Context: an optimization exercise on an open-source flow, tuned for small area. The choices shown serve that exercise and are no tape-out recipe. Function was checked by simulation only, so behaviour that the tests miss may differ from the original. The clock cells of runs 2 and 3 come from the design's own scripts or RTL, not from TritonCTS. The flow treats the clock pin as an ideal source. Dropping or thinning the clock tree relies on that and would not hold on a real chip. Power figures rest on the tool's default switching activity, not on a simulated workload.

--- config.mk ---
export PLATFORM = sky130hd
export DESIGN_NAME = MESI_FSM
export DESIGN_NICKNAME = MESI_FSM
export VERILOG_FILES = /design/flow/design.v
export SDC_FILE = /design/flow/constraint.sdc
export NUM_CORES = 4
export LEC_CHECK = 0
export CAP_MARGIN = 0
export CORE_MARGIN = 2
export CORE_UTILIZATION = 85
export GPL_TIMING_DRIVEN = 0
export SLEW_MARGIN = 0
export SYNTH_HIERARCHICAL = 1
export SYNTH_MINIMUM_KEEP_SIZE = 0
--- constraint.sdc ---
create_clock -name core_clock -period 8.0 [get_ports {clk}]
set_input_delay 1.6000 -clock core_clock [delete_from_list [all_inputs] [get_ports {clk}]]
set_output_delay 1.6000 -clock core_clock [all_outputs]
set_load 0.01 [all_outputs]
--- design.v ---
module MESI_FSM #(
    parameter Cache_Block_Size = 8,
    parameter host_pid = 2'b00 )(
    input logic clk,
    input logic resetn,
    input logic Core_Op,                     
    output logic PrHlt,
    input logic [3:0] pr_addr,               
    output logic [Cache_Block_Size-1:0] Cache_output,
    input logic [Cache_Block_Size-1:0] Cache_input,
    input logic [(2+3+2+2+Cache_Block_Size)-1:0] bus_in,
    output logic [(2+3+2+2+Cache_Block_Size)-1:0] bus_out,
    input logic flag_in,
    output logic flag_out
    );
    logic [7:0] data [0:3];
    logic [1:0] tagd [0:3];
    logic [1:0] st   [0:3];
    logic [1:0] cnt;           
    logic [2:0] bo_tid;
    logic [3:0] bo_addr;
    logic [7:0] bo_data;
    wire       rn    = resetn;
    wire       op    = Core_Op;
    wire [7:0] bdata = bus_in[7:0];
    wire [3:0] nps, nbs;
    wire [3:0] Lp, tkeep, Ab, Kp, load, keep, one, co_s, bo_s;
    wire [1:0] wv, tv, sba, sb, sp, tp;
    wire       co_sbd, co_k, co_nff, bo_k, bo_nff, SPR, BD;
    wire [2:0] tid_next;
    wire       f_next, h_next;
    wire [1:0] cnt_next;
    mesi_ctl u_ctl (.rn(rn), .op(op), .H(PrHlt), .pr_addr(pr_addr), .bus_in(bus_in[16:8]),
                    .flag_in(flag_in), .cnt(cnt), .sb(sb), .sp(sp), .tp(tp), .bo_tid(bo_tid),
                    .nps(nps), .nbs(nbs), .Lp(Lp), .tkeep(tkeep), .Ab(Ab), .Kp(Kp),
                    .load(load), .keep(keep), .one(one), .co_s(co_s), .bo_s(bo_s),
                    .wv(wv), .tv(tv), .sba(sba), .co_sbd(co_sbd), .co_k(co_k), .co_nff(co_nff),
                    .bo_k(bo_k), .bo_nff(bo_nff), .SPR(SPR), .BD(BD), .tid_next(tid_next),
                    .f_next(f_next), .h_next(h_next), .cnt_next(cnt_next));
    genvar gi, gj;
    generate for (gj = 0; gj < 2; gj++) begin : g_rd
        mesi_sel4 u_sb (.d0(st[0][gj]),   .d1(st[1][gj]),   .d2(st[2][gj]),   .d3(st[3][gj]),   .ns(nbs), .y(sb[gj]));
        mesi_sel4 u_sp (.d0(st[0][gj]),   .d1(st[1][gj]),   .d2(st[2][gj]),   .d3(st[3][gj]),   .ns(nps), .y(sp[gj]));
        mesi_sel4 u_tp (.d0(tagd[0][gj]), .d1(tagd[1][gj]), .d2(tagd[2][gj]), .d3(tagd[3][gj]), .ns(nps), .y(tp[gj]));
    end endgenerate
    wire [7:0] xval;
    generate for (gj = 0; gj < 8; gj++) begin : g_xv
        mesi_mux2 u_xv (.a0(bdata[gj]), .a1(Cache_input[gj]), .s(op), .x(xval[gj]));
    end endgenerate
    logic [7:0] dnext [0:3];
    logic [1:0] tnext [0:3];
    logic [1:0] snext [0:3];
    wire  [7:0] co_next, bod_next;
    wire  [3:0] boa_next;
    generate for (gi = 0; gi < 4; gi++) begin : g_dp
        for (gj = 0; gj < 8; gj++) begin : g_d
            mesi_a221o u_d (.a1(data[gi][gj]), .a2(keep[gi]), .b1(xval[gj]), .b2(load[gi]), .c1(one[gi]), .x(dnext[gi][gj]));
        end
        for (gj = 0; gj < 2; gj++) begin : g_ts
            mesi_a22o  u_t (.a1(tagd[gi][gj]), .a2(tkeep[gi]), .b1(tv[gj]), .b2(Lp[gi]), .x(tnext[gi][gj]));
            mesi_a222o u_s (.a1(st[gi][gj]), .a2(Kp[gi]), .b1(sba[gj]), .b2(Ab[gi]), .c1(wv[gj]), .c2(Lp[gi]), .x(snext[gi][gj]));
        end
    end endgenerate
    generate for (gj = 0; gj < 8; gj++) begin : g_out
        wire u, v, w, z;
        mesi_a222oi u_cu (.a1(data[0][gj]), .a2(co_s[0]), .b1(data[1][gj]), .b2(co_s[1]), .c1(data[2][gj]), .c2(co_s[2]), .y(u));
        mesi_a222oi u_cv (.a1(data[3][gj]), .a2(co_s[3]), .b1(bdata[gj]), .b2(co_sbd), .c1(Cache_output[gj]), .c2(co_k), .y(v));
        mesi_nand3  u_co (.a(u), .b(v), .c(co_nff), .y(co_next[gj]));
        mesi_a222oi u_bu (.a1(data[0][gj]), .a2(bo_s[0]), .b1(data[1][gj]), .b2(bo_s[1]), .c1(data[2][gj]), .c2(bo_s[2]), .y(w));
        mesi_a22oi  u_bv (.a1(data[3][gj]), .a2(bo_s[3]), .b1(bo_data[gj]), .b2(bo_k), .y(z));
        mesi_nand3  u_bo (.a(w), .b(z), .c(bo_nff), .y(bod_next[gj]));
    end endgenerate
    generate for (gj = 0; gj < 4; gj++) begin : g_boa
        mesi_a222o u_a (.a1(pr_addr[gj]), .a2(SPR), .b1(bus_in[8+gj]), .b2(BD), .c1(bo_addr[gj]), .c2(bo_k), .x(boa_next[gj]));
    end endgenerate
    always_ff @(posedge clk) begin
        for (int i = 0; i < 4; i++) begin
            data[i] <= dnext[i];
            tagd[i] <= tnext[i];
            st[i]   <= snext[i];
        end
        bo_data      <= bod_next;
        bo_addr      <= boa_next;
        Cache_output <= co_next;
        bo_tid   <= tid_next;
        flag_out <= f_next;
        cnt      <= cnt_next;
        PrHlt    <= h_next;
    end
    assign bus_out = {host_pid, bo_tid, bo_addr, bo_data};
endmodule
module mesi_sel4 (input logic d0, d1, d2, d3, input logic [3:0] ns, output logic y);
    wire u, v;
    mesi_o22ai u_u (.a1(d0), .a2(ns[0]), .b1(d1), .b2(ns[1]), .y(u));
    mesi_o22ai u_v (.a1(d2), .a2(ns[2]), .b1(d3), .b2(ns[3]), .y(v));
    mesi_nor2  u_y (.a(u), .b(v), .y(y));
endmodule
module mesi_a221o (input logic a1, a2, b1, b2, c1, output logic x);
    assign x = (a1 & a2) | (b1 & b2) | c1;
endmodule
module mesi_a22o (input logic a1, a2, b1, b2, output logic x);
    assign x = (a1 & a2) | (b1 & b2);
endmodule
module mesi_a222o (input logic a1, a2, b1, b2, c1, c2, output logic x);
    wire y;
    mesi_a222oi u_y (.a1(a1), .a2(a2), .b1(b1), .b2(b2), .c1(c1), .c2(c2), .y(y));
    assign x = ~y;
endmodule
module mesi_a222oi (input logic a1, a2, b1, b2, c1, c2, output logic y);
    assign y = ~((a1 & a2) | (b1 & b2) | (c1 & c2));
endmodule
module mesi_a22oi (input logic a1, a2, b1, b2, output logic y);
    assign y = ~((a1 & a2) | (b1 & b2));
endmodule
module mesi_o22ai (input logic a1, a2, b1, b2, output logic y);
    assign y = ~((a1 | a2) & (b1 | b2));
endmodule
module mesi_nor2 (input logic a, b, output logic y);
    assign y = ~(a | b);
endmodule
module mesi_nand3 (input logic a, b, c, output logic y);
    assign y = ~(a & b & c);
endmodule
module mesi_mux2 (input logic a0, a1, s, output logic x);
    assign x = s ? a1 : a0;
endmodule
module mesi_ctl (rn, op, H, pr_addr, bus_in, flag_in, cnt, sb, sp, tp, bo_tid, nps, nbs, Lp, tkeep, Ab, Kp, load, keep, one, co_s, bo_s, wv, tv, sba, co_sbd, co_k, co_nff, bo_k, bo_nff, SPR, BD, tid_next, f_next, h_next, cnt_next);
    input rn;
    input op;
    input H;
    input [3:0] pr_addr;
    input [16:8] bus_in;
    input flag_in;
    input [1:0] cnt;
    input [1:0] sb;
    input [1:0] sp;
    input [1:0] tp;
    input [2:0] bo_tid;
    output [3:0] nps;
    output [3:0] nbs;
    output [3:0] Lp;
    output [3:0] tkeep;
    output [3:0] Ab;
    output [3:0] Kp;
    output [3:0] load;
    output [3:0] keep;
    output [3:0] one;
    output [3:0] co_s;
    output [3:0] bo_s;
    output [1:0] wv;
    output [1:0] tv;
    output [1:0] sba;
    output co_sbd;
    output co_k;
    output co_nff;
    output bo_k;
    output bo_nff;
    output SPR;
    output BD;
    output [2:0] tid_next;
    output f_next;
    output h_next;
    output [1:0] cnt_next;
    wire w0, w1, w2, w3, w4, w5, w6, w7, w8, w9, w10, w11;
    wire w12, w13, w14, w15, w16, w17, w18, w19, w20, w21, w22, w23;
    wire w24, w25, w26, w27, w28, w29, w30, w31, w32, w33, w34, w35;
    wire w36, w37, w38, w39, w40, w41, w42, w43, w44, w45, w46, w47;
    wire w48, w49, w50, w51, w52, w53, w54, w55, w56, w57, w58, w59;
    c_nand2 g0 (.a(bus_in[8]), .b(bus_in[9]), .y(nbs[3]));
    c_inv g1 (.a(rn), .y(w0));
    c_nand2 g2 (.a(pr_addr[0]), .b(pr_addr[1]), .y(nps[3]));
    c_inv g3 (.a(op), .y(w1));
    c_nand3 g4 (.a(bus_in[13]), .b(bus_in[12]), .c(H), .y(w2));
    c_o211ai g5 (.a1(bus_in[16]), .a2(bus_in[15]), .b1(flag_in), .c1(rn), .y(w3));
    c_inv g6 (.a(sb[1]), .y(w4));
    c_inv g7 (.a(sb[0]), .y(w5));
    c_inv g8 (.a(bus_in[11]), .y(w6));
    c_inv g9 (.a(tp[1]), .y(w7));
    c_o22ai g10 (.a1(w6), .a2(tp[1]), .b1(bus_in[11]), .b2(w7), .y(w8));
    c_inv g11 (.a(bus_in[10]), .y(w9));
    c_inv g12 (.a(tp[0]), .y(w10));
    c_o22ai g13 (.a1(w9), .a2(tp[0]), .b1(bus_in[10]), .b2(w10), .y(w11));
    c_a211oi g14 (.a1(w4), .a2(w5), .b1(w8), .c1(w11), .y(w12));
    c_nor4 g15 (.a(bus_in[14]), .b(w2), .c(w3), .d(w12), .y(w13));
    c_inv g16 (.a(w13), .y(w14));
    c_inv g17 (.a(pr_addr[2]), .y(w15));
    c_inv g18 (.a(pr_addr[3]), .y(w16));
    c_o22ai g19 (.a1(pr_addr[3]), .a2(bus_in[11]), .b1(w16), .b2(w6), .y(w17));
    c_o221ai g20 (.a1(pr_addr[2]), .a2(w9), .b1(w15), .b2(bus_in[10]), .c1(w17), .y(w18));
    c_nand2b g21 (.a_n(w3), .b(w12), .y(w19));
    c_inv g22 (.a(pr_addr[0]), .y(w20));
    c_inv g23 (.a(bus_in[8]), .y(w21));
    c_inv g24 (.a(bus_in[9]), .y(w22));
    c_inv g25 (.a(pr_addr[1]), .y(w23));
    c_o22ai g26 (.a1(bus_in[9]), .a2(pr_addr[1]), .b1(w22), .b2(w23), .y(w24));
    c_o221ai g27 (.a1(bus_in[8]), .a2(w20), .b1(w21), .b2(pr_addr[0]), .c1(w24), .y(w25));
    c_nor2 g28 (.a(w19), .b(w25), .y(w26));
    c_nor3 g29 (.a(bus_in[12]), .b(bus_in[14]), .c(sb[1]), .y(w27));
    c_nor2 g30 (.a(bus_in[13]), .b(bus_in[14]), .y(w28));
    c_inv g31 (.a(w28), .y(w29));
    c_o32ai g32 (.a1(w5), .a2(w27), .a3(w28), .b1(bus_in[12]), .b2(w29), .y(sba[0]));
    c_nor2 g33 (.a(w4), .b(w28), .y(sba[1]));
    c_nor2 g34 (.a(sba[0]), .b(sba[1]), .y(w30));
    c_o22ai g35 (.a1(pr_addr[2]), .a2(w10), .b1(pr_addr[3]), .b2(w7), .y(w31));
    c_o221ai g36 (.a1(w16), .a2(tp[1]), .b1(w15), .b2(tp[0]), .c1(rn), .y(w32));
    c_a2111oi g37 (.a1(w26), .a2(w30), .b1(w13), .c1(w31), .d1(w32), .y(w33));
    c_o31ai g38 (.a1(sp[1]), .a2(sp[0]), .a3(w26), .b1(w33), .y(w34));
    c_o21ai g39 (.a1(w14), .a2(w18), .b1(w34), .y(w35));
    c_inv g40 (.a(w35), .y(w36));
    c_inv g41 (.a(cnt[1]), .y(w37));
    c_nor2 g42 (.a(w0), .b(w35), .y(w38));
    c_inv g43 (.a(w38), .y(w39));
    c_nor2 g44 (.a(w37), .b(w39), .y(w40));
    c_inv g45 (.a(w40), .y(bo_nff));
    c_o21ai g46 (.a1(w1), .a2(w36), .b1(bo_nff), .y(w41));
    c_inv g47 (.a(w41), .y(w42));
    c_o22ai g48 (.a1(nps[3]), .a2(w42), .b1(nbs[3]), .b2(w14), .y(load[3]));
    c_nor2 g49 (.a(w0), .b(load[3]), .y(keep[3]));
    c_nand2 g50 (.a(w1), .b(w40), .y(co_nff));
    c_nor2 g51 (.a(nps[3]), .b(co_nff), .y(one[3]));
    c_o211ai g52 (.a1(w25), .a2(w14), .b1(w1), .c1(w35), .y(w43));
    c_nor2 g53 (.a(nps[3]), .b(w43), .y(co_s[3]));
    c_nand2 g54 (.a(w26), .b(w28), .y(w44));
    c_a211oi g55 (.a1(sp[1]), .a2(w44), .b1(w1), .c1(w34), .y(w45));
    c_or2 g56 (.a(w38), .b(w45), .x(SPR));
    c_or4 g57 (.a(w4), .b(w5), .c(w29), .d(w19), .x(w46));
    c_nor2 g58 (.a(SPR), .b(w46), .y(BD));
    c_inv g59 (.a(BD), .y(w47));
    c_nor2 g60 (.a(nbs[3]), .b(w47), .y(bo_s[3]));
    c_nand2 g61 (.a(w20), .b(pr_addr[1]), .y(nps[2]));
    c_nor2 g62 (.a(w13), .b(w41), .y(w48));
    c_nor2 g63 (.a(nps[2]), .b(w48), .y(Lp[2]));
    c_nand2 g64 (.a(w21), .b(bus_in[9]), .y(nbs[2]));
    c_nor2 g65 (.a(nps[3]), .b(w48), .y(Lp[3]));
    c_o22ai g66 (.a1(nps[2]), .a2(w42), .b1(nbs[2]), .b2(w14), .y(load[2]));
    c_nor2 g67 (.a(w0), .b(Lp[2]), .y(tkeep[2]));
    c_nor3 g68 (.a(w19), .b(nbs[2]), .c(Lp[2]), .y(Ab[2]));
    c_o21a g69 (.a1(w19), .a2(nbs[2]), .b1(tkeep[2]), .x(Kp[2]));
    c_nor2 g70 (.a(w0), .b(load[2]), .y(keep[2]));
    c_nor2 g71 (.a(nps[2]), .b(co_nff), .y(one[2]));
    c_nor2 g72 (.a(nps[2]), .b(w43), .y(co_s[2]));
    c_nor2 g73 (.a(nbs[2]), .b(w47), .y(bo_s[2]));
    c_nand2 g74 (.a(pr_addr[0]), .b(w23), .y(nps[1]));
    c_nor2 g75 (.a(nps[1]), .b(w48), .y(Lp[1]));
    c_nand2 g76 (.a(bus_in[8]), .b(w22), .y(nbs[1]));
    c_nor2 g77 (.a(w0), .b(Lp[3]), .y(tkeep[3]));
    c_o22ai g78 (.a1(nps[1]), .a2(w42), .b1(nbs[1]), .b2(w14), .y(load[1]));
    c_nor2 g79 (.a(w0), .b(Lp[1]), .y(tkeep[1]));
    c_nor3 g80 (.a(w19), .b(nbs[1]), .c(Lp[1]), .y(Ab[1]));
    c_o21a g81 (.a1(w19), .a2(nbs[1]), .b1(tkeep[1]), .x(Kp[1]));
    c_nor2 g82 (.a(w0), .b(load[1]), .y(keep[1]));
    c_nor2 g83 (.a(nps[1]), .b(co_nff), .y(one[1]));
    c_nor2 g84 (.a(nps[1]), .b(w43), .y(co_s[1]));
    c_nor2 g85 (.a(nbs[1]), .b(w47), .y(bo_s[1]));
    c_nand2 g86 (.a(w20), .b(w23), .y(nps[0]));
    c_nor2 g87 (.a(nps[0]), .b(w48), .y(Lp[0]));
    c_nand2 g88 (.a(w21), .b(w22), .y(nbs[0]));
    c_o22ai g89 (.a1(nps[0]), .a2(w42), .b1(nbs[0]), .b2(w14), .y(load[0]));
    c_nor2 g90 (.a(w0), .b(Lp[0]), .y(tkeep[0]));
    c_nor3 g91 (.a(w19), .b(nbs[0]), .c(Lp[0]), .y(Ab[0]));
    c_o21a g92 (.a1(w19), .a2(nbs[0]), .b1(tkeep[0]), .x(Kp[0]));
    c_nor2 g93 (.a(w0), .b(load[0]), .y(keep[0]));
    c_nor2 g94 (.a(nps[0]), .b(co_nff), .y(one[0]));
    c_nor2 g95 (.a(nps[0]), .b(w43), .y(co_s[0]));
    c_nor2 g96 (.a(nbs[0]), .b(w47), .y(bo_s[0]));
    c_nor2 g97 (.a(w25), .b(w18), .y(w49));
    c_or3 g98 (.a(op), .b(bo_nff), .c(w49), .x(wv[0]));
    c_o21ai g99 (.a1(bo_nff), .a2(w49), .b1(w1), .y(wv[1]));
    c_inv g100 (.a(H), .y(w50));
    c_nand2 g101 (.a(w37), .b(w38), .y(w51));
    c_o21ai g102 (.a1(w50), .a2(w34), .b1(w51), .y(h_next));
    c_inv g103 (.a(cnt[0]), .y(w52));
    c_a22oi g104 (.a1(cnt[0]), .a2(w36), .b1(w52), .b2(w51), .y(cnt_next[0]));
    c_o22ai g105 (.a1(w37), .a2(w36), .b1(w52), .b2(w39), .y(cnt_next[1]));
    c_nand2b g106 (.a_n(SPR), .b(w46), .y(f_next));
    c_nor2 g107 (.a(w0), .b(f_next), .y(bo_k));
    c_a21oi g108 (.a1(bo_tid[0]), .a2(bo_k), .b1(BD), .y(w53));
    c_o21ai g109 (.a1(w1), .a2(w51), .b1(w53), .y(tid_next[0]));
    c_a21oi g110 (.a1(bo_tid[1]), .a2(bo_k), .b1(w45), .y(w54));
    c_nand2 g111 (.a(w47), .b(w54), .y(tid_next[1]));
    c_nand2 g112 (.a(bo_tid[2]), .b(bo_k), .y(w55));
    c_nand2 g113 (.a(bo_nff), .b(w55), .y(tid_next[2]));
    c_a31oi g114 (.a1(w14), .a2(w36), .a3(w37), .b1(op), .y(w56));
    c_nor2 g115 (.a(w0), .b(w56), .y(co_k));
    c_a21oi g116 (.a1(w37), .a2(w18), .b1(w49), .y(w57));
    c_nor3 g117 (.a(op), .b(w14), .c(w57), .y(co_sbd));
    c_nor2 g118 (.a(w14), .b(w40), .y(w58));
    c_inv g119 (.a(w58), .y(w59));
    c_o22ai g120 (.a1(w16), .a2(w58), .b1(w6), .b2(w59), .y(tv[1]));
    c_o22ai g121 (.a1(w15), .a2(w58), .b1(w9), .b2(w59), .y(tv[0]));
    c_nor3 g122 (.a(nbs[3]), .b(w19), .c(Lp[3]), .y(Ab[3]));
    c_o21a g123 (.a1(nbs[3]), .a2(w19), .b1(tkeep[3]), .x(Kp[3]));
endmodule
module c_a2111oi (input logic a1, a2, b1, c1, d1, output logic y); assign y = (~a1&~b1&~c1&~d1) | (~a2&~b1&~c1&~d1); endmodule
module c_a211oi (input logic a1, a2, b1, c1, output logic y); assign y = (~a1&~b1&~c1) | (~a2&~b1&~c1); endmodule
module c_a21oi (input logic a1, a2, b1, output logic y); assign y = (~a1&~b1) | (~a2&~b1); endmodule
module c_a22oi (input logic a1, a2, b1, b2, output logic y); assign y = (~a1&~b1) | (~a1&~b2) | (~a2&~b1) | (~a2&~b2); endmodule
module c_a31oi (input logic a1, a2, a3, b1, output logic y); assign y = (~a1&~b1) | (~a2&~b1) | (~a3&~b1); endmodule
module c_inv (input logic a, output logic y); assign y = (~a); endmodule
module c_nand2 (input logic a, b, output logic y); assign y = (~a) | (~b); endmodule
module c_nand2b (input logic a_n, b, output logic y); assign y = (a_n) | (~b); endmodule
module c_nand3 (input logic a, b, c, output logic y); assign y = (~a) | (~b) | (~c); endmodule
module c_nor2 (input logic a, b, output logic y); assign y = (~a&~b); endmodule
module c_nor3 (input logic a, b, c, output logic y); assign y = (~a&~b&~c); endmodule
module c_nor4 (input logic a, b, c, d, output logic y); assign y = (~a&~b&~c&~d); endmodule
module c_o211ai (input logic a1, a2, b1, c1, output logic y); assign y = (~a1&~a2) | (~b1) | (~c1); endmodule
module c_o21a (input logic a1, a2, b1, output logic x); assign x = (a1&b1) | (a2&b1); endmodule
module c_o21ai (input logic a1, a2, b1, output logic y); assign y = (~a1&~a2) | (~b1); endmodule
module c_o221ai (input logic a1, a2, b1, b2, c1, output logic y); assign y = (~b1&~b2) | (~a1&~a2) | (~c1); endmodule
module c_o22ai (input logic a1, a2, b1, b2, output logic y); assign y = (~b1&~b2) | (~a1&~a2); endmodule
module c_o31ai (input logic a1, a2, a3, b1, output logic y); assign y = (~a1&~a2&~a3) | (~b1); endmodule
module c_o32ai (input logic a1, a2, a3, b1, b2, output logic y); assign y = (~a1&~a2&~a3) | (~b1&~b2); endmodule
module c_or2 (input logic a, b, output logic x); assign x = (a) | (b); endmodule
module c_or3 (input logic a, b, c, output logic x); assign x = (a) | (b) | (c); endmodule
module c_or4 (input logic a, b, c, d, output logic x); assign x = (a) | (b) | (c) | (d); endmodule
--- flow/run.sh ---
#!/bin/bash
# The standard ORFS flow (standard.sh, unchanged synthesis) with:
# ABC's buffers removed and every combinational cell downsized after
# floorplan (flow/downsize.tcl), buf_1 port buffers, and a one-level clock
# tree of a few buffers in place of clock_tree_synthesis (flow/manual_cts.tcl).
set -euo pipefail
cd "$(dirname "$0")/.."
W=$(pwd)
bash standard.sh \
  REMOVE_ABC_BUFFERS=1 \
  POST_FLOORPLAN_TCL=$W/flow/downsize.tcl \
  PRE_CTS_TCL=$W/flow/manual_cts.tcl \
  BUFFER_PORTS_ARGS="-buffer_cell sky130_fd_sc_hd__buf_1" \
  finish > flow_standard.log 2>&1
--- flow/downsize.tcl ---
# Swap every combinational cell for the smallest cell of the same function
# (same name up to the drive-strength suffix). Later repair steps fix any
# slew, capacitance or timing this breaks.
set db [ord::get_db]
set block [[$db getChip] getBlock]
set dont_use [split $::env(DONT_USE_CELLS)]
set n 0
foreach inst [$block getInsts] {
  set m [$inst getMaster]
  set name [$m getName]
  if { ![regexp {^(sky130_fd_sc_hd__[a-z0-9]+)_([0-9]+)$} $name -> base sz] } { continue }
  if { [regexp {df|dl|tap|fill|decap|conb|clk|probe|lpflow|diode} $base] } { continue }
  set best $m
  foreach s {0 1 2 4 6 8 12 16} {
    set c [$db findMaster ${base}_$s]
    if { $c eq "NULL" || $c eq "" } { continue }
    if { [lsearch -exact $dont_use ${base}_$s] >= 0 } { continue }
    if { [$c getWidth] < [$best getWidth] } { set best $c }
  }
  if { $best ne $m } {
    replace_cell [$inst getName] [$best getName]
    incr n
  }
}
puts "downsize: replaced $n cells"
--- flow/manual_cts.tcl ---
proc mcts_split { pts k } {
  if { $k <= 1 || [llength $pts] <= 1 } { return [list $pts] }
  set xs {}; set ys {}
  foreach p $pts { lappend xs [lindex $p 1]; lappend ys [lindex $p 2] }
  set xs [lsort -integer $xs]; set ys [lsort -integer $ys]
  set dx [expr {[lindex $xs end] - [lindex $xs 0]}]
  set dy [expr {[lindex $ys end] - [lindex $ys 0]}]
  set idx [expr {$dx >= $dy ? 1 : 2}]
  set s [lsort -integer -index $idx $pts]
  set k1 [expr {$k / 2}]
  set n1 [expr {int(round(double([llength $s]) * $k1 / $k))}]
  return [concat [mcts_split [lrange $s 0 [expr {$n1 - 1}]] $k1] \
                 [mcts_split [lrange $s $n1 end] [expr {$k - $k1}]]]
}

proc mcts_centre { pts } {
  set sx 0; set sy 0
  foreach p $pts { incr sx [lindex $p 1]; incr sy [lindex $p 2] }
  set n [llength $pts]
  return [list [expr {$sx / $n}] [expr {$sy / $n}]]
}

# build K groups driven by cell leaf; returns the created instances and nets
proc mcts_build { block clk pts k leaf tag } {
  set db [ord::get_db]
  set made {}
  set g 0
  foreach grp [mcts_split $pts $k] {
    set net [odb::dbNet_create $block clknet_${tag}_$g]
    $net setSigType CLOCK
    set inst [odb::dbInst_create $block [$db findMaster $leaf] clkbuf_${tag}_$g]
    [$inst findITerm A] connect $clk
    [$inst findITerm X] connect $net
    foreach p $grp {
      set it [lindex $p 0]
      $it disconnect
      $it connect $net
    }
    set c [mcts_centre $grp]
    $inst setLocation [lindex $c 0] [lindex $c 1]
    $inst setPlacementStatus PLACED
    lappend made [list $inst $net $grp]
    incr g
  }
  return $made
}

proc mcts_undo { clk made } {
  foreach m $made {
    lassign $m inst net grp
    foreach p $grp {
      set it [lindex $p 0]
      $it disconnect
      $it connect $clk
    }
    odb::dbInst_destroy $inst
    odb::dbNet_destroy $net
  }
}

proc mcts_max_slew { } {
  set mx 0
  foreach p [get_pins -hierarchical */CLK] {
    foreach t {rise fall} {
      set s [get_property $p slew_max_$t]
      if { $s > $mx } { set mx $s }
    }
  }
  return $mx
}

proc clock_tree_synthesis { args } {
  set target 0.115
  if { [info exists ::env(MCTS_TARGET)] } { set target $::env(MCTS_TARGET) }
  set cands {
    {2 sky130_fd_sc_hd__buf_12}
    {3 sky130_fd_sc_hd__buf_8}
    {2 sky130_fd_sc_hd__clkbuf_16}
    {2 sky130_fd_sc_hd__buf_16}
    {4 sky130_fd_sc_hd__clkbuf_8}
    {3 sky130_fd_sc_hd__buf_12}
    {4 sky130_fd_sc_hd__buf_8}
    {3 sky130_fd_sc_hd__clkbuf_16}
    {4 sky130_fd_sc_hd__buf_12}
    {3 sky130_fd_sc_hd__buf_16}
    {4 sky130_fd_sc_hd__buf_16}
  }
  set db [ord::get_db]
  set block [[$db getChip] getBlock]
  set clk [$block findNet clk]
  set pts {}
  foreach it [$clk getITerms] {
    if { [$it isInputSignal] } {
      set loc [[$it getInst] getLocation]
      lappend pts [list $it [lindex $loc 0] [lindex $loc 1]]
    }
  }
  set_propagated_clock [all_clocks]
  set n 0
  foreach c $cands {
    lassign $c k leaf
    set made [mcts_build $block $clk $pts $k $leaf t$n]
    estimate_parasitics -placement
    set s [mcts_max_slew]
    puts "manual cts: $k x $leaf: estimated max clock-pin slew [format %.1f [expr {$s * 1000}]] ps"
    if { $s <= $target || $n == [llength $cands] - 1 } {
      puts "manual cts: kept $k x $leaf for [llength $pts] flip-flops"
      return
    }
    mcts_undo $clk $made
    incr n
  }
}
--- standard.sh ---
#!/bin/bash
# synth_recipe.tcl (not shown) runs the flow's synth.tcl, then flattens the netlist and writes it again
# the make line also repeats each setting of config.mk as NAME=value (left out here)
make -C /OpenROAD-flow-scripts/flow DESIGN_CONFIG=/design/flow/config.mk WORK_HOME=/design/flow/orfs CLKGATE_MAP_FILE= SYNTH_SCRIPT=/design/flow/synth_recipe.tcl "${@:-finish}"
==> results.cfg, run 1 <==
[status]
haltStage = 3_3_place_gp
status = did not finish
tool.error = [ERROR GPL-0301] Utilization 100.611 % exceeds 100%.

[yosys]
yosys.area.top_type = dfxtp_1
syn_inst = 340
synth.top_cell.area_share_pct = 43.9
post_synth_num_cell_types = 29
synth.avg_cell_area_sq_um = 10.1
yosysWarnings = 16
ys_ff_latch = 75
yosysSeqAreaShare_pct = 43.9
async_flop_share_pct = 0
netlist_top_cells_area = dfxtp_1, a222oi_1, a221o_1, nor2_1, o22ai_1
synth_edf_count = 0
synth_top_flop_cell = dfxtp_1
syn_area_sq_um = 3420

[floorplan]
row_count = 23
ios = 60
die_h_microns = 67.4
die_w_microns = 67.4
initial_core_util_pct = 86.7

[place]
port_buffers = 57
## cell usage after synthesis (3+ instances only)
master,instances
nand2_1,14
nor2_1,42
a21oi_2,3
o221ai_2,3
o22ai_1,24
a221o_1,32
inv_1,37
o21a_1,4
o21ai_1,5
a22o_1,8
a22oi_2,9
nor3_2,6
dfxtp_1,75
nand3_1,17
a222oi_1,36
mux2_4,8
## modules after synthesis, one instance, submodules excluded, excerpt
| module | times used | cells inside | area, sq um |
|---|---|---|---|
| c_o221ai | 3 | 1 | 15.0 |
| c_a22oi | 1 | 1 | 12.5 |
| mesi_a22oi | 8 | 1 | 12.5 |
| mesi_a221o | 32 | 1 | 10.0 |
| mesi_a222oi | 36 | 1 | 10.0 |
| c_or3 | 1 | 1 | 6.26 |
## cell families after synthesis
group / count (synthesis) / synth area share (%)
flops: 75 / 43.9
compound gates: 132 / 36.3
other cells: 1 / 0.110
simple gates: 85 / 11.7
buf+inv: 39 / 4.50
mux: 8 / 3.51
==> inputs of run 2 (changes only) <==
--- a/config.mk
+++ b/config.mk
@@ -8,5 +8,5 @@
 export CAP_MARGIN = 0
 export CORE_MARGIN = 2
-export CORE_UTILIZATION = 85
+export CORE_UTILIZATION = 60
 export GPL_TIMING_DRIVEN = 0
 export SLEW_MARGIN = 0
==> run 2 against run 1 <==
Against the previous run:
- now clean on timing, DRC and antenna
- synthesized area unchanged
- synthesized cell count unchanged
==> results.cfg, run 2 <==
[cells_and_area]
multi_input_area_sq_um = 1590
seq_area_sq_um = 1500
nNetsFinal = 434
fill_cells = 487
layout_commonest_cell = dfxtp_1
areaGrowthSynthToFinish_pct = 5.05
layout.cells.non_filler = 471
fin_area_sq_um = 3590
fin_util_pct = 65.2
largest_reg_flops = 32
registers.top_by_ff_count = data
antenna_cells = 0
drive_gt1_share_pct = 0.752
most-common-layout-cells = dfxtp_1, buf_1, nor2_1

[floorplan]
die_area_sq_um = 6320
die_w_microns = 79.5
initial_core_util_pct = 62.1
ios = 60
die_h_microns = 79.5
row_count = 27
coreArea_sq_um = 5510

[power_and_ir_drop]
p_per_area_nw_per_um2 = 211
p_leak_nw = 1.41
ir_drop_mv = 0.218

[critical_path]
endpoint_kind = register
worstSetupStartpointType = input port
crit_arrival_ns = 6.36
critPathMaxStageDelay_ns = 0.59
r2r_cells = 18
cp_data_required_time_ns = 8.02
slowest_stage = o22ai_1
crit_fanout = 12
crit_type = in -> reg
crit_chain = buf_1 -> inv_1 -> nand2_1 -> o22ai_1 -> nor2_1 -> o22ai_1 -> a211oi_1 -> nand2b_1 -> nor2_1 -> a2111oi_0 -> o31ai_1 -> o21ai_1 -> nor2_1 -> inv_1 -> nor2_1 -> inv_1 -> o21ai_1 -> inv_1 -> o22ai_1 -> nor2_1 -> a221o_1
worst_path_most_repeated_cell = nor2_1
r2r_slack_ns = 3.49

[yosys]
synth_simple_gate_area_share_pct = 11.7
synth.top_cell.area_share_pct = 43.9
synth_top_flop_cell = dfxtp_1
yosysWarnings = 16
synthMuxAreaShare_pct = 3.51
async_flop_share_pct = 0
yosysMostFrequentCell = dfxtp_1
synthAdderAreaFrac_pct = 0
synth_top_family_by_area = compound AO/OA/AOI/OAI gates
netlist_top_cells_area = dfxtp_1, a222oi_1, a221o_1, nor2_1, o22ai_1
ys_ff_latch = 75
ys_top_cells_by_count = dfxtp_1, nor2_1, inv_1
yosysSeqAreaShare_pct = 43.9
post_synth_num_cell_types = 29
synth_xor_area_share_pct = 0
synth.avg_cell_area_sq_um = 10.1
synth_edf_count = 0
syn_inst = 340
synth_compound_area_share_pct = 36.3
syn_area_sq_um = 3420
yosys.area.top_type = dfxtp_1

[clock_network]
clk_latency_ns = 0.14
cts_setup_buffers = 0
ctsResizeCount = 0
ctsHoldBuffers = 0
clk_pin_slew_ns = 0.09

[global_routing]
grt_max_degree = 26
overflow = 0
grt_pass1_wl_mm = 14.3
grt_use_total_pct = 27.9
grt_pass1_vias = 2828
grt_antenna_before_repair = 0

[route]
firstDrtPassIters = 6
drt_wl_total_mm = 8.80
drtAntennaViolNets = 0
drc = 0
avgRoutedWirePerCell_microns = 18.7
avgViaCountPerCell = 6.80
via_count = 3202
drtIter0Drc = 414

[sta]
rsz0062_at_grt = no
slew-limit-headroom_pct = 40.3
max_freq_mhz = 158
finalClockSkew_ns = 0.0108
post-route-period-util_pct = 79.2
period_needed_ns = 6.34
finalSetupTns_ns = 0
finalSetupViolations = 0
fin_hold_ws_ns = 0.455
maxSlewViolCount = 0
final-hold-violation-count = 0
worstMarginPinSlew_ns = 0.892

[place]
dpl.hpwl_mm = 6.79
place_inst = 468
port_buffers = 57
place.gp.congestion = 0.944
dpl_cell_area_sq_um = 3530

[worst_hold_path]
hp-class = reg -> reg
whs_path_depth = 2

[flow_run]
drv_cap = 0

[status]
status = complete, no violations
==> run 2: cell counts after synthesis <==
Identical to the previous run, type by type.
==> run 2: cell families after synthesis <==
kind of cell	after synthesis
AND/OR/NAND/NOR	85
buffers and inverters	39
other	1
multiplexers	8
flip-flops	75
AO/OA/AOI/OAI	132
==> run 2: modules after synthesis, one instance, submodules excluded, excerpt <==
module	cells	area, sq um	times used	flops+latches
c_nor4	1	12.5	1	0
c_o21a	1	7.51	4	0
mesi_a22oi	1	12.5	8	0
mesi_a221o	1	10.0	32	0
c_or2	1	6.26	1	0
mesi_a222o	1	3.75	12	0
c_o221ai	1	15.0	3	0
mesi_mux2	1	15.0	8	0
c_a211oi	1	12.5	2	0
c_a31oi	1	6.26	1	0
c_o21ai	1	5.00	5	0
c_o211ai	1	12.5	2	0
c_o32ai	1	16.3	1	0
c_nand2b	1	6.26	2	0
==> run 2: per-stage QoR <==
step	power, mW	setup WS (ns)
floorplan	0.570	2.81
global placement	0.606	1.82
detailed placement	0.611	1.74
CTS	0.758	1.85
global route	0.795	1.02
finish	0.759	1.66
==> run 2: per-layer routing <==
layer / global-route usage, % / wire length (microns) / vias up
li1: - / - / 1511
met1: 45.0 / 4260 / 1528
met2: 43.0 / 3770 / 158
met3: 1.02 / 727 / 5
met4: 2.24 / 40 / 0
met5: 0 / 0 / -
==> run 2: where the power goes <==
group          leakage [nW]  total [mW]  internal [mW]  switching [mW]
clock network        0.0282       0.153         0.0611          0.0923
logic                 0.773       0.152         0.0587          0.0937
registers             0.612       0.454          0.421          0.0322
==> run 2: path summary, 6_finish.rpt <==
path,startpoint,to
worst max-delay path,pr_addr[0],data[2][5]
worst min-delay path,bo_tid[2],bo_tid[2]
worst max register to register,tagd[2][0],data[2][5]
worst min register to register,bo_tid[2],bo_tid[2]
==> run 2: final cells by class <==
class	count	area share (%)
buffer	3	1.67
sequential	75	41.8
multi-input combinational	227	44.2
tap	72	2.51
inverter	37	3.87
timing repair buffer	57	5.96
==> run 2: worst max-delay path, delay by kind of cell <==
kind                   cells  cell delay (ns)
buffers and inverters      5             0.76
AO/OA/AOI/OAI              9             2.19
AND/OR/NAND/NOR            7             1.79
==> inputs of run 3 (changes only) <==
--- a/flow/run.sh
+++ b/flow/run.sh
@@ -3,5 +3,6 @@
 # ABC's buffers removed and every combinational cell downsized after
 # floorplan (flow/downsize.tcl), buf_1 port buffers, and a one-level clock
-# tree of a few buffers in place of clock_tree_synthesis (flow/manual_cts.tcl).
+# tree of a few buffers in place of clock_tree_synthesis (flow/manual_cts.tcl);
+# the tie cell for bus_out[16:15] is not split per load.
 set -euo pipefail
 cd "$(dirname "$0")/.."
@@ -9,4 +10,5 @@
 bash standard.sh \
   REMOVE_ABC_BUFFERS=1 \
+  SKIP_REPAIR_TIE_FANOUT=1 \
   POST_FLOORPLAN_TCL=$W/flow/downsize.tcl \
   PRE_CTS_TCL=$W/flow/manual_cts.tcl \
==> run 3 against run 2 <==
Against the previous run:
- cell area down 0.10%
- synthesized area stayed put
- setup slack improved by 0.030 ns
- total power is 0.28% higher
- register-to-register slack about the same
- first-iteration DRC count is 1.9% lower
- clock skew is 0.0019 ns higher
- global-route usage fell by 1.1 points
- clock power barely moved
- sequential share of layout area about the same
- core utilization shrank 0.068 points
- largest cell class unchanged
- largest power group unchanged
- highest routed layer unchanged
==> results.cfg, run 3 <==
[cells_and_area]
fin_util_pct = 65.2
most-common-layout-cells = dfxtp_1, buf_1, nor2_1
layout_commonest_cell = dfxtp_1
drive_gt1_share_pct = 0.754
areaGrowthSynthToFinish_pct = 4.94
fill_cells = 499
nNetsFinal = 433
multi_input_area_sq_um = 1580
antenna_cells = 0
largest_reg_flops = 32
registers.top_by_ff_count = data
seq_area_sq_um = 1500

[status]
status = complete, no violations

[yosys]
synthMuxAreaShare_pct = 3.51
synth.avg_cell_area_sq_um = 10.1
yosysMostFrequentCell = dfxtp_1
synth_simple_gate_area_share_pct = 11.7
ys_top_cells_by_count = dfxtp_1, nor2_1, inv_1
yosys.area.top_type = dfxtp_1
synth_edf_count = 0
post_synth_num_cell_types = 29
synthAdderAreaFrac_pct = 0
syn_area_sq_um = 3420
ys_ff_latch = 75
netlist_top_cells_area = dfxtp_1, a222oi_1, a221o_1, nor2_1, o22ai_1
yosysSeqAreaShare_pct = 43.9
yosysWarnings = 16
syn_inst = 340
synth.top_cell.area_share_pct = 43.9
synth_xor_area_share_pct = 0
synth_top_flop_cell = dfxtp_1
synth_compound_area_share_pct = 36.3
synth_top_family_by_area = compound AO/OA/AOI/OAI gates
async_flop_share_pct = 0

[global_routing]
grt_max_degree = 26
grt_pass1_vias = 2789
grt_antenna_before_repair = 0
overflow = 0
grt_use_total_pct = 26.8
grt_pass1_wl_mm = 13.7

[flow_run]
drv_cap = 0

[sta]
final-hold-violation-count = 0
finalClockSkew_ns = 0.0127
finalSetupTns_ns = 0
max_freq_mhz = 159
setup_ws_ns = 1.69
period_needed_ns = 6.31
post-route-period-util_pct = 78.8
rsz0062_at_grt = no
finalSetupViolations = 0
slew-limit-headroom_pct = 37.0
maxSlewViolCount = 0
worstMarginPinSlew_ns = 0.942

[critical_path]
cp_data_required_time_ns = 8.02
crit_fanout = 12
critPathMaxStageDelay_ns = 0.59
slowest_stage = o22ai_1
r2r_cells = 18
worstSetupStartpointType = input port
crit_arrival_ns = 6.33
crit_type = in -> reg
endpoint_kind = register
crit_chain = buf_1 -> inv_1 -> nand2_1 -> o22ai_1 -> nor2_1 -> o22ai_1 -> a211oi_1 -> nand2b_1 -> nor2_1 -> a2111oi_0 -> o31ai_1 -> o21ai_1 -> nor2_1 -> inv_1 -> nor2_1 -> inv_1 -> o21ai_1 -> inv_1 -> o22ai_1 -> nor2_1 -> a221o_1
worst_path_most_repeated_cell = nor2_1

[clock_network]
ctsHoldBuffers = 0
ctsResizeCount = 0
clk_pin_slew_ns = 0.09
clk_latency_ns = 0.14
cts_setup_buffers = 0

[route]
drtIter0Drc = 406
firstDrtPassIters = 5
drtAntennaViolNets = 0
drt_wl_total_mm = 8.89
drc = 0
avgViaCountPerCell = 6.80
via_count = 3195
avgRoutedWirePerCell_microns = 18.9

[power_and_ir_drop]
p_per_area_nw_per_um2 = 212
p_leak_nw = 1.41
power_uw = 762
combPwrFrac_pct = 20.1
p_sw_uw = 220
cell_internal_pwr_uw = 541
ir_drop_mv = 0.171
clockPowerShare_pct = 20.3
seq_power_share_pct = 59.6
switching_share_pct = 28.9

[place]
dpl.hpwl_mm = 6.87
port_buffers = 57
place_ws_ns = 1.73
place.gp.congestion = 0.929

[floorplan]
initial_core_util_pct = 62.1
ios = 60
coreArea_sq_um = 5510
die_w_microns = 79.5
row_count = 27
die_area_sq_um = 6320
die_h_microns = 79.5

[worst_hold_path]
whs_path_depth = 2
hp-class = reg -> reg
[run 3: cell counts after synthesis]
Identical to the previous run, type by type.
[run 3: power by group through the flow]
stage                     Clock (mW)  Sequential (mW)  Combinational, mW
after floorplan                    0            0.466              0.104
after global placement             0            0.460              0.147
after detailed placement           0            0.461              0.150
after CTS                      0.155            0.453              0.150
after global routing           0.169            0.459              0.168
final                          0.155            0.454              0.153
[run 3: critical path: cells and delay by family]
kind	cells	cell delay [ns]
and+or+nand+nor	7	1.77
buffers and inverters	5	0.74
AOI/OAI and AO/OA	9	2.20
[run 3: cell type report]
class | count | area share, %
buffer | 3 | 1.67
inverter | 37 | 3.87
multi-input combinational | 226 | 44.1
sequential | 75 | 41.8
tap | 72 | 2.51
timing repair buffer | 57 | 5.96
[run 3: modules after synthesis, one instance, submodules excluded, a selection]
module	flops+latches	cells inside	area, sq um	times used
c_nor3	0	1	10.0	6
c_o32ai	0	1	16.3	1
mesi_mux2	0	1	15.0	8
c_nand3	0	1	5.00	1
c_o21ai	0	1	5.00	5
c_or2	0	1	6.26	1
c_a31oi	0	1	6.26	1
c_o31ai	0	1	12.5	1
c_nor2	0	1	3.75	36
mesi_nor2	0	1	3.75	6
c_inv	0	1	3.75	25
c_nor4	0	1	12.5	1
c_nand2	0	1	3.75	14
[run 3: layer usage]
metal	vias to the layer above	track usage, %	wire [microns]
met2	159	41.3	3810
met4	0	1.90	51
li1	1514	-	-
met5	-	0	0
met3	4	2.26	837
met1	1518	42.4	4190
[run 3: worst paths after layout]
kind                            startpoint  slack, ns          to
worst max-delay path            pr_addr[0]       1.69  data[1][5]
worst min-delay path             bo_tid[2]       0.45   bo_tid[2]
worst max register to register  tagd[2][0]       3.49  data[1][5]
worst min register to register   bo_tid[2]       0.45   bo_tid[2]
[run 3: per-stage QoR]
step / std cells / hold slack [ns] / instance area [sq um]
final: 470 / 0.455 / 3590
after global routing: 470 / 0.477 / 3590
after CTS: 470 / 0.456 / 3590
after detailed placement: 467 / 0.437 / 3530
after global placement: 467 / 0.429 / 3530
after floorplan: 338 / 0.437 / 3400
[run 3: kinds of logic after synthesis]
group                  Yosys count
flip-flops                      75
buffers and inverters           39
AO/OA/AOI/OAI                  132
multiplexers                     8
AND/OR/NAND/NOR                 85
other                            1

-- what the ideal ports hide --
The flow's constraints put no driver on any port. The routed layouts listed below were extracted and timed again, unchanged, in two steps.
Step 1 assumes that a clkbuf_16 drives the clock port and a buf_2 every other input.
Step 2, shift: input delay + t, output delay - t, t = (earliest + latest rising clock arrival at the registers) / 2. This alone moves slack from input paths to output paths.
a / b / c = ideal / step 1 / step 2; a / b = the first two.
run | t, ns | setup slack, ns | worst setup path after step 2 | slew at the worst register clock pin (ns)
run 2 | 0.198 | 1.664 / 1.710 / 1.512 | input to register | 0.10 / 0.10
run 3 | 0.202 | 1.695 / 1.742 / 1.540 | input to register | 0.11 / 0.11
After both steps setup and hold are still met in every run listed. For run 3, which loses most, drivers alone change the setup slack by +0.047 ns; drivers and shift together by -0.155 ns.
